Source: an optimization exercise on an open RTL-to-GDS flow (aim: small area). Production flows keep margins and buffers that such runs may drop.
In this exercise RTL edits were held to simulation tests only and were not proved equivalent to the original.
No activity file was given, so power comes from the tool's default toggle rates.

[flow/config.mk]
export PLATFORM = sky130hd
export DESIGN_NAME = ping_pong_engine
export DESIGN_NICKNAME = ping_pong_engine
export VERILOG_FILES = /design/flow/design.v
export SDC_FILE = /design/flow/constraint.sdc
export NUM_CORES = 4
export LEC_CHECK = 0
export CAP_MARGIN = 20
export CORE_MARGIN = 2
export CORE_UTILIZATION = 40
export SLEW_MARGIN = 20
[flow/constraint.sdc]
create_clock -name core_clock -period 10.0 [get_ports {clk}]
set_input_delay 2.0000 -clock core_clock [delete_from_list [all_inputs] [get_ports {clk}]]
set_output_delay 2.0000 -clock core_clock [all_outputs]
set_load 0.01 [all_outputs]
[flow/design.v]
module object_ctrl
(
   input  wire        clk,
   input  wire        rst,
   input  wire        update_allow_frist_pluse, 
   input  wire        update_allow_first_pluse_16dly, 
   input  wire        up_en, 
   input  wire        down_en, 
   output wire [10:0]  wall_x_l,
   output wire [10:0]  wall_x_r,
   output wire [10:0]  wall_y_t,
   output wire [10:0]  wall_y_b,
   output wire [10:0]  bar_x_l,
   output wire [10:0]  bar_x_r,
   output wire [10:0]  bar_y_t,
   output wire [10:0]  bar_y_b,
   output wire [10:0]  ball_x_l,
   output wire [10:0]  ball_x_r,
   output wire [10:0]  ball_y_t,
   output wire [10:0]  ball_y_b,
   output wire        hit,
   output wire        miss
); 
   parameter MAX_Y   =  480;
   parameter MAX_X   =  640;  
   parameter WALL_X_L = 32;
   parameter WALL_X_R = 35;
   parameter WALL_Y_T = 0;
   parameter WALL_Y_B = 479; 
   parameter BAR_X_L = 600; 
   parameter BAR_X_R = 604; 
   parameter BAR_Y_V = 3 ;  
   parameter BAR_Y_SIZE = 72; 
   parameter BALL_X_V = 2 ;  
   parameter BALL_Y_V = 2 ;  
   parameter BALL_SIZE = 8; 
   reg [10:0]  bar_y_b_reg, bar_y_t_r, bar_y_b_r;   
   reg [10:0]  ball_y_offset, ball_x_offset; 
   reg [10:0]  ball_y_b_reg, ball_y_t_r, ball_y_b_r;   
   reg [10:0]  ball_x_r_reg, ball_x_l_r, ball_x_r_r;   
   reg        v_hit_r, h_hit_r, hit_r, miss_r ; 
   assign wall_x_l = WALL_X_L;
   assign wall_x_r = WALL_X_R;
   assign wall_y_t = WALL_Y_T;
   assign wall_y_b = WALL_Y_B;
   assign bar_x_l = BAR_X_L;
   assign bar_x_r = BAR_X_R;
   assign bar_y_t = bar_y_t_r; 
   assign bar_y_b = bar_y_b_r; 
   always @( posedge clk ) begin 
      if ( rst ) begin 
         bar_y_b_reg <= BAR_Y_SIZE - 1'b1 ;   
      end else if ( update_allow_frist_pluse ) begin 
         if ( up_en ) begin
            if ( bar_y_b_reg > ( BAR_Y_SIZE + BAR_Y_V -1 ) ) begin 
               bar_y_b_reg  <= bar_y_b_reg - BAR_Y_V ; 
            end else begin
               bar_y_b_reg  <= BAR_Y_SIZE - 1 ; 
            end
         end else if ( down_en ) begin
            if ( bar_y_b_reg  < ( MAX_Y - BAR_Y_V ) ) begin 
               bar_y_b_reg  <= bar_y_b_reg + BAR_Y_V ; 
            end else begin 
               bar_y_b_reg  <= MAX_Y - 1 ; 
            end
         end 
      end
   end   
   always @( posedge clk ) begin 
      if ( rst ) begin 
         bar_y_t_r  <= 11'd0 ; 
         bar_y_b_r  <= BAR_Y_SIZE - 1'b1 ; 
      end else if (  update_allow_first_pluse_16dly ) begin  
         bar_y_t_r  <= bar_y_b_reg - BAR_Y_SIZE + 1'b1 ; 
         bar_y_b_r  <= bar_y_b_reg ; 
      end   
   end 
   assign ball_x_l = ball_x_l_r;
   assign ball_x_r = ball_x_r_r;
   assign ball_y_t = ball_y_t_r; 
   assign ball_y_b = ball_y_b_r; 
   always @( posedge clk ) begin 
      if ( rst ) begin 
         ball_y_offset <= -BALL_Y_V ;                   
         v_hit_r       <= 1'b0;  
      end else begin 
         v_hit_r         <= 1'b0;  
         if ( ball_y_b_reg <  BALL_SIZE ) begin      
            ball_y_offset <= BALL_Y_V ;                    
         end else if ( ball_y_b_reg >= ( MAX_Y - 1 ) ) begin      
            ball_y_offset <= -BALL_Y_V ;                   
         end else if (  ( ball_x_l_r  >= ( bar_x_l - 5 ) ) && ( ball_x_r_r <= ( bar_x_r + 5 ) ) )  begin 
            if ( ( ball_y_b_r >= bar_y_t_r ) && ( ball_y_b_r <= bar_y_t_r + BALL_SIZE ) ) begin 
               ball_y_offset <= -BALL_Y_V ;                   
               v_hit_r       <= 1'b1;  
            end else if ( ( ball_y_t_r <= bar_y_b_r ) && ( ball_y_t_r >=  bar_y_b_r - BALL_SIZE ) ) begin 
               ball_y_offset <= BALL_Y_V ;                    
               v_hit_r       <= 1'b1;  
            end  
         end   
      end    
   end 
   always @( posedge clk ) begin 
      if ( rst ) begin 
         ball_y_b_reg <= MAX_Y/2  ;  
      end else if ( update_allow_frist_pluse ) begin 
         ball_y_b_reg <= ball_y_b_reg + ball_y_offset ;  
      end
   end   
   always @( posedge clk ) begin 
      if ( rst ) begin 
         ball_y_t_r  <= MAX_Y/2 - BALL_SIZE + 1 ; 
         ball_y_b_r  <= MAX_Y/2 ; 
      end else if (  update_allow_first_pluse_16dly ) begin  
         ball_y_t_r  <= ball_y_b_reg - BALL_SIZE + 1'b1 ; 
         ball_y_b_r  <= ball_y_b_reg ; 
      end   
   end 
   always @( posedge clk ) begin 
      if ( rst ) begin 
         ball_x_offset <= -BALL_X_V ;                   
         h_hit_r       <= 1'b0 ;   
         miss_r        <= 1'b0 ; 
      end else begin 
         h_hit_r       <= 1'b0 ;   
         miss_r        <= 1'b0 ; 
         if ( ball_x_r_reg <  BALL_SIZE ) begin      
            ball_x_offset <= BALL_X_V ;                    
         end else if ( ball_x_r_reg > ( MAX_X - 1 ) ) begin      
            ball_x_offset <= -BALL_X_V ;                   
            miss_r        <= 1'b1 ; 
         end else if (  ( ( ball_y_b_r -3 )  >= bar_y_t_r ) && ( ( ball_y_t_r + 3 ) <= bar_y_b_r ) )  begin 
            if ( ( ball_x_l_r <= ( bar_x_r + 1 ) ) && ( ball_x_l_r >=  ( bar_x_r - 1 ) ) ) begin 
               ball_x_offset <= BALL_X_V ;                    
               h_hit_r       <= 1'b1 ;   
            end else if ( ( ball_x_r_r <= ( bar_x_l + 1 ) ) && ( ball_x_r_r >=  ( bar_x_l - 1 ) ) ) begin 
               ball_x_offset <= -BALL_X_V ;                   
               h_hit_r       <= 1'b1 ;   
            end   
         end    
      end
   end 
   always @( posedge clk ) begin 
      if ( rst ) begin 
         ball_x_r_reg <= MAX_X  ;  
      end else if ( update_allow_frist_pluse ) begin 
         ball_x_r_reg <= ball_x_r_reg + ball_x_offset ;  
      end
   end   
   always @( posedge clk ) begin 
      if ( rst ) begin 
         ball_x_l_r  <= MAX_X - BALL_SIZE + 1 ; 
         ball_x_r_r  <= MAX_X ; 
      end else if ( update_allow_first_pluse_16dly ) begin  
         ball_x_l_r  <= ball_x_r_reg - BALL_SIZE + 1'b1 ; 
         ball_x_r_r  <= ball_x_r_reg ; 
      end   
   end 
   always @( posedge clk ) begin  
      if ( v_hit_r | h_hit_r ) begin 
         hit_r   <= 1'b1 ; 
      end else begin 
         hit_r   <= 1'b0 ; 
      end
   end
   assign   hit   =  hit_r ; 
   assign   miss  =  miss_r;
endmodule 
`default_nettype none
module ping_pong_engine ( 
   input  wire        clk,
   input  wire        rst,
   input  wire        up_en,
   input  wire        down_en,
   input  wire        ref_tick,       
   input  wire        first_pixel,    
   output wire        frame_start,   
   output wire        win_init,
   output wire        win_play,
   output wire        win_over,
   output wire [3:0]  dig0,
   output wire [3:0]  dig1,
   output wire [1:0]  ball_num,
   output wire [10:0] bar_y_t,
   output wire [10:0] bar_y_b,
   output wire [10:0] ball_x_l,
   output wire [10:0] ball_x_r,
   output wire [10:0] ball_y_t,
   output wire [10:0] ball_y_b
);      
   parameter INIT_BALL_NUM =  4'h3 ;    
   parameter IDLE =  2'b00, 
             PLAY =  2'b01,
             OVER =  2'b10; 
   wire  update_allow_frist_pluse,  update_allow_first_pluse_16dly;   
   wire [ 10:0 ] wall_x_l;
   wire [ 10:0 ] wall_x_r;
   wire [ 10:0 ] wall_y_t;
   wire [ 10:0 ] wall_y_b;
   wire [ 10:0 ] bar_x_l;
   wire [ 10:0 ] bar_x_r;
   wire         hit, miss; 
   reg  [ 7:0 ] v_sync_end_shift_r ; 
   reg  [3:0]  dig0_r, dig1_r ; 
   reg  [1:0]  ball_num_r ;  
   reg  [1:0]  state_r ; 
   reg  start_game, start_timer, win_play_r, win_init_r, win_over_r ;  
   reg  clk_64k_tick ,timer_out ; 
   reg [6:0] timer_cnt ; 
   wire   start_en,  soft_rst; 
   object_ctrl  object_ctrl_inst (
      .clk                            ( clk                            ),  
      .rst                            ( rst                            ),  
      .update_allow_frist_pluse       ( update_allow_frist_pluse       ),  
      .update_allow_first_pluse_16dly ( update_allow_first_pluse_16dly ),  
      .up_en                          ( up_en                          ),  
      .down_en                        ( down_en                        ),  
      .wall_x_l                       ( wall_x_l                       ),  
      .wall_x_r                       ( wall_x_r                       ),  
      .wall_y_t                       ( wall_y_t                       ),  
      .wall_y_b                       ( wall_y_b                       ),  
      .bar_x_l                        ( bar_x_l                        ),  
      .bar_x_r                        ( bar_x_r                        ),  
      .bar_y_t                        ( bar_y_t                        ),  
      .bar_y_b                        ( bar_y_b                        ),  
      .ball_x_l                       ( ball_x_l                       ),  
      .ball_x_r                       ( ball_x_r                       ),  
      .ball_y_t                       ( ball_y_t                       ),  
      .ball_y_b                       ( ball_y_b                       ),  
      .hit                            ( hit                            ),  
      .miss                           ( miss                           )   
   );
   assign win_init = win_init_r ; 
   assign win_play = win_play_r ; 
   assign win_over = win_over_r ; 
   assign dig0     = dig0_r ; 
   assign dig1     = dig1_r ; 
   assign ball_num = ball_num_r ; 
   assign update_allow_frist_pluse       =  ref_tick;  
   assign update_allow_first_pluse_16dly =  v_sync_end_shift_r[7];     
   always @( posedge clk ) begin  
      if ( rst ) begin 
         v_sync_end_shift_r <= 8'h00 ; 
      end else begin 
         v_sync_end_shift_r <= { v_sync_end_shift_r[6:0], ref_tick } ;      
      end 
   end    
   assign   start_en  = up_en | down_en ; 
   assign   soft_rst  = start_game  | rst ;   
   always @( posedge clk ) begin  
      if ( rst ) begin 
         state_r   <= IDLE; 
         start_game <= 1'b0 ;  
         start_timer <= 1'b0 ; 
         win_play_r   <= 1'b0 ; 
         win_init_r   <= 1'b0 ; 
         win_over_r   <= 1'b0 ; 
      end else begin 
         start_game <= 1'b0 ;  
         start_timer <= 1'b0 ; 
         win_play_r   <= 1'b0 ; 
         win_init_r   <= 1'b0 ; 
         win_over_r   <= 1'b0 ; 
         case ( state_r ) 
            IDLE : begin 
               win_init_r    <= 1'b1 ; 
               if ( start_en ) begin   
                  state_r  <= PLAY ; 
                  start_game  <= 1'b1 ; 
               end
            end 
            PLAY : begin 
               win_play_r     <= 1'b1 ; 
               if ( ball_num_r  == 2'b00 ) begin 
                  state_r  <= OVER ; 
                  start_timer <= 1'b1 ; 
               end    
            end
            OVER  : begin 
               win_over_r    <= 1'b1 ; 
               if ( timer_out ) begin 
                  state_r  <= IDLE ; 
               end    
            end 
         endcase 
      end
   end
   assign   frame_start =  clk_64k_tick ; 
   always @( posedge clk ) begin  
      if ( first_pixel ) begin 
         clk_64k_tick  <=  1'b1 ; 
      end else begin  
         clk_64k_tick  <=  1'b0 ; 
      end 
   end
   always @( posedge clk ) begin  
      if ( rst ) begin 
            timer_cnt   <=  7'h00 ; 
      end else if ( start_timer ) begin 
            timer_cnt   <=  7'h7F ; 
      end else if ( win_over_r & clk_64k_tick ) begin 
            timer_cnt   <=  timer_cnt - 1'b1 ; 
      end 
   end
   always @( posedge clk ) begin  
      if ( win_init_r ) begin   
         timer_out <= 1'b0;
      end else if ( timer_cnt == 7'h01  ) begin 
         timer_out <= 1'b1; 
      end else begin 
         timer_out <= 1'b0;
      end
   end
   always @( posedge clk ) begin  
      if ( soft_rst ) begin 
         dig0_r     <= 4'h0; 
         dig1_r     <= 4'h0; 
         ball_num_r <= INIT_BALL_NUM ; 
      end else if ( update_allow_frist_pluse ) begin        
         if ( hit ) begin 
            if ( dig0_r == 4'h9 ) begin 
              dig0_r   <= 4'h0 ; 
              dig1_r   <= dig1_r  + 1'b1; 
            end else begin    
               dig0_r  <= dig0_r + 1'b1; 
            end    
         end 
         if ( miss ) begin 
            ball_num_r <= ball_num_r - 1'b1 ; 
         end
      end 
   end   
endmodule
[flow/run.sh]
#!/bin/bash
# synth_recipe.tcl (not shown) runs the flow's synth.tcl, then flattens the netlist and writes it again
# the make line also repeats each setting of config.mk as NAME=value (left out here)
make -C /OpenROAD-flow-scripts/flow DESIGN_CONFIG=/design/flow/config.mk WORK_HOME=/design/flow/orfs CLKGATE_MAP_FILE= SYNTH_SCRIPT=/design/flow/synth_recipe.tcl finish
==> results.toml <==
[clock_tree]
post_cts_buffers = 0
tritoncts_clock_tree = "built"
cts_root_buffer = "clkbuf_16"
number_of_sinks_handled_by_clock_tree_synthesis = 129
cts_hold_buf = 0
path_clk_slew_ns = 0.05
worstSkewPairLatency_ns = 0.43
cts_made_buffers = 17
clk_path_buf_depth = 2
number_of_gates_resized_after_cts = 0
cts-htree-levels = 4

[route]
postRouteAntennaNets = 0
wire_per_inst_um = 15.72
drt_iter0_markers = 445
drt_pass1_iterations = 4
detailroute.via_count = 6813
totalWireLength_um = 20310
route.detailed.vias_per_inst = 5.273
route.detailed.drc = 0

[placed_design]
dp_cells = 1260
portBuffers = 81
detailed_place_hpwl_um = 14810
globalplace.congestion = 0.8384
detailedPlace.worstSlack_ns = 5.758

[die]
die_h_um = 145.5
rows = 51
ioPinCount = 86
die_w_um = 145.5
design.core.area_sq_um = 19530
dieArea_sq_um = 21160
initial_core_util = 0.4100

[grt]
pin_count_of_the_biggest_net_entering_global_routing = 85
via_count_of_the_first_global_routing_pass = 6433
grt_antenna_before_repair = 0
gr-total-overflow = 0
first_pass_grt_wire_length_um = 33620
track_usage = 0.1944

[synth]
ys_seq_elements = 129
synth-compound-area-share = 0.1696
synth-seq-area-share = 0.3226
netlist_area_sq_um = 8005
synth_edf_count = 0
async_set_or_reset_flop_fraction_in_the_synthesized_netlist = 0
post_synth_xor_area_fraction = 0.07768
yosys.area.top_type_share = 0.3226
post_synth_num_cell_types = 64
synth_fa_ha_area_frac = 0.1410
yosys_most_used_dff = "dfxtp_1"
synthDominantAreaCellType = "dfxtp_1"
synth.area.top_cells = "dfxtp_1, ha_1, xnor2_1"
synth-warning-count = 2
syn_avg_cell_area_sq_um = 8.382
synth_mux_area_frac = 0.04767
syn-instance-count = 955
combinational_family_with_the_most_area_after_synthesis = "simple AND/OR/NAND/NOR gates"
synth-simple-area-share = 0.1866

[run]
drv_cap = 0

[power]
highest_ir_drop_seen_on_vdd_mv = 0.1234
power.sequential.fraction = 0.367
power.switching_mw = 0.3742
power.combinational.fraction = 0.137
p_per_area_nw_per_um2 = 159.6
total_power_mw = 1.551
clockPowerShare = 0.495
swShare = 0.2412
cellLeakagePower_nw = 3.683
power.internal_mw = 1.177

[sta]
min_period_ns = 3.787
slew-limit-headroom = 0.3289
grt_setup_unrepaired = "no"
setup_tns_ns = 0
final-max-slew-violation-count = 0
finalCritPeriodShare = 0.3787
worst_pin_slew_ns = 1.007
final_hold_viol_count = 0
final.setup.worst_slack_ns = 6.213
fmax_mhz = 264.0
timing.hold.ws_ns = 0.4350
worst_clock_skew_ns = 0.006527
setup_viol = 0

[cells_and_area]
final-instance-count-excl-fill = 1292
synthToLayoutAreaGrowth_pct = 21.41
layout_cells_sized_above_1 = 0.04187
seqCellArea_sq_um = 2586
insertedDiodeCount = 0
layout.filler_cells = 1897
layout_net_count = 1109
multi_input_area_sq_um = 4999

[critical_path]
path_max_fanout = 23
crit_type = "in -> reg"
worstRegToRegCells = 12
critical_path.endpoint_type = "flop"
cp.arrival_ns = 4.09
timing.critical_path.required_ns = 10.30
critPathLaunchType = "input pin"

[min_path]
whs_path_depth = 1
timing.hold.worst.class = "reg -> reg"

[outcome]
outcome = "timing/DRC/antenna clean"
-- cell families after synthesis --
kind of cell,after synthesis
mux,38
compound gates,210
xor+xnor,71
fa+ha+maj,89
buf+inv,107
other cells,2
flops,129
simple gates,309
-- worst max-delay path, cell delays in order --
cell and delay [ns]:
clkdlybuf4s50_1 0.45, buf_4 0.27, inv_1 0.37, nor2_1 0.57, o21ai_0 0.18, a22oi_1 0.17
nor2_1 0.05
-- layer usage --
metal / vias up / wire (um) / GRT usage
met2: 155 / 8976 / 0.3017
met4: 0 / 328 / 0.06324
met1: 3135 / 10010 / 0.2665
met3: 26 / 997 / 0.04608
li1: 3497 / - / -
met5: - / 0 / 0
-- synth_stat cells (5+ instances only) --
cell / n
a2111oi_0: 5
a211o_1: 5
a211oi_1: 16
a21o_1: 6
a21oi_1: 62
a311oi_1: 5
buf_1: 8
buf_4: 8
clkbuf_1: 32
dfxtp_1: 129
ha_1: 87
inv_1: 59
mux2i_1: 37
nand2_1: 73
nand2b_1: 10
nand3_1: 21
nand4_1: 9
nor2_1: 90
nor2b_1: 23
nor3_1: 36
nor3b_1: 7
nor4_1: 7
o211ai_1: 5
o21a_1: 12
o21ai_0: 49
or3_1: 7
or4_1: 5
xnor2_1: 51
xor2_1: 20
-- stage by stage --
stage	util	cell area, sq um
3_3_place_gp	0.4601	8984
5_1_grt	0.4978	9719
2_1_floorplan	-	8013
4_1_cts	0.4978	9719
3_5_place_dp	0.4601	8984
6_report	0.4978	9719
-- cell type report --
type	count	area share
multi-input combinational	721	0.5143
sequential	129	0.2661
timing repair buffer	86	0.08702
clock buffer	23	0.05021
tap	265	0.03411
clock inverter	9	0.02549
inverter	59	0.02279
-- final timing paths --
check                                               startpoint                                end  slack [ns]
worst max-delay path                                  ref_tick    object_ctrl_inst.bar_y_b_reg[8]        6.21
worst min-delay path                     v_sync_end_shift_r[5]              v_sync_end_shift_r[6]        0.44
worst max register to register  object_ctrl_inst.ball_y_t_r[2]  object_ctrl_inst.ball_x_offset[9]        6.88
worst min register to register           v_sync_end_shift_r[5]              v_sync_end_shift_r[6]        0.44
-- layout by cell type, fill, tap and decap left out, types with 6 or more instances in the layout --
cell type,n
dfxtp_1,128
nor2_1,90
ha_1,87
clkdlybuf4s50_1,80
nand2_1,73
a21oi_1,62
inv_1,59
xnor2_1,51
o21ai_0,49
mux2i_1,37
nor3_1,36
nor2b_1,23
nand3_1,21
xor2_1,20
clkbuf_16,17
a211oi_1,16
o21a_1,12
nand2b_1,10
nand4_1,9
bufinv_16,8
or3_1,7
nor3b_1,7
nor4_1,7
a21o_1,6
buf_4,6
-- power by group through the flow --
stage | Clock [mW] | Combinational (mW) | Sequential [mW]
CTS | 0.779 | 0.215 | 0.569
detailed placement | 0 | 0.213 | 0.580
floorplan | 0 | 0.171 | 0.567
finish | 0.769 | 0.213 | 0.570
global placement | 0 | 0.211 | 0.580
global route | 0.803 | 0.244 | 0.573

[separate check: timing with driven ports]
The results above use ideal ports. As a check the final layout listed here was re-extracted and re-timed, cells and wires unchanged. Step 1, drivers: a clkbuf_16 drives clk and a buf_2 each remaining input, both assumed. Step 2 times the ports against the registers' clock, not the clock port: input delays grow and output delays shrink by t, the midpoint of the rising clock arrivals with the driver on. Three values: ideal ports, drivers, drivers and shift; two values: the first two.
shift t [ns]: 0.466
slack for setup (ns): 6.213 / 6.229 / 5.764
slew at the worst register clock pin (ns): 0.06 / 0.06
cell pins on the clock port's net: 1
After both steps setup and hold are still met in this run. The setup slack of this run moves by +0.016 ns with the drivers and by -0.449 ns with both steps.
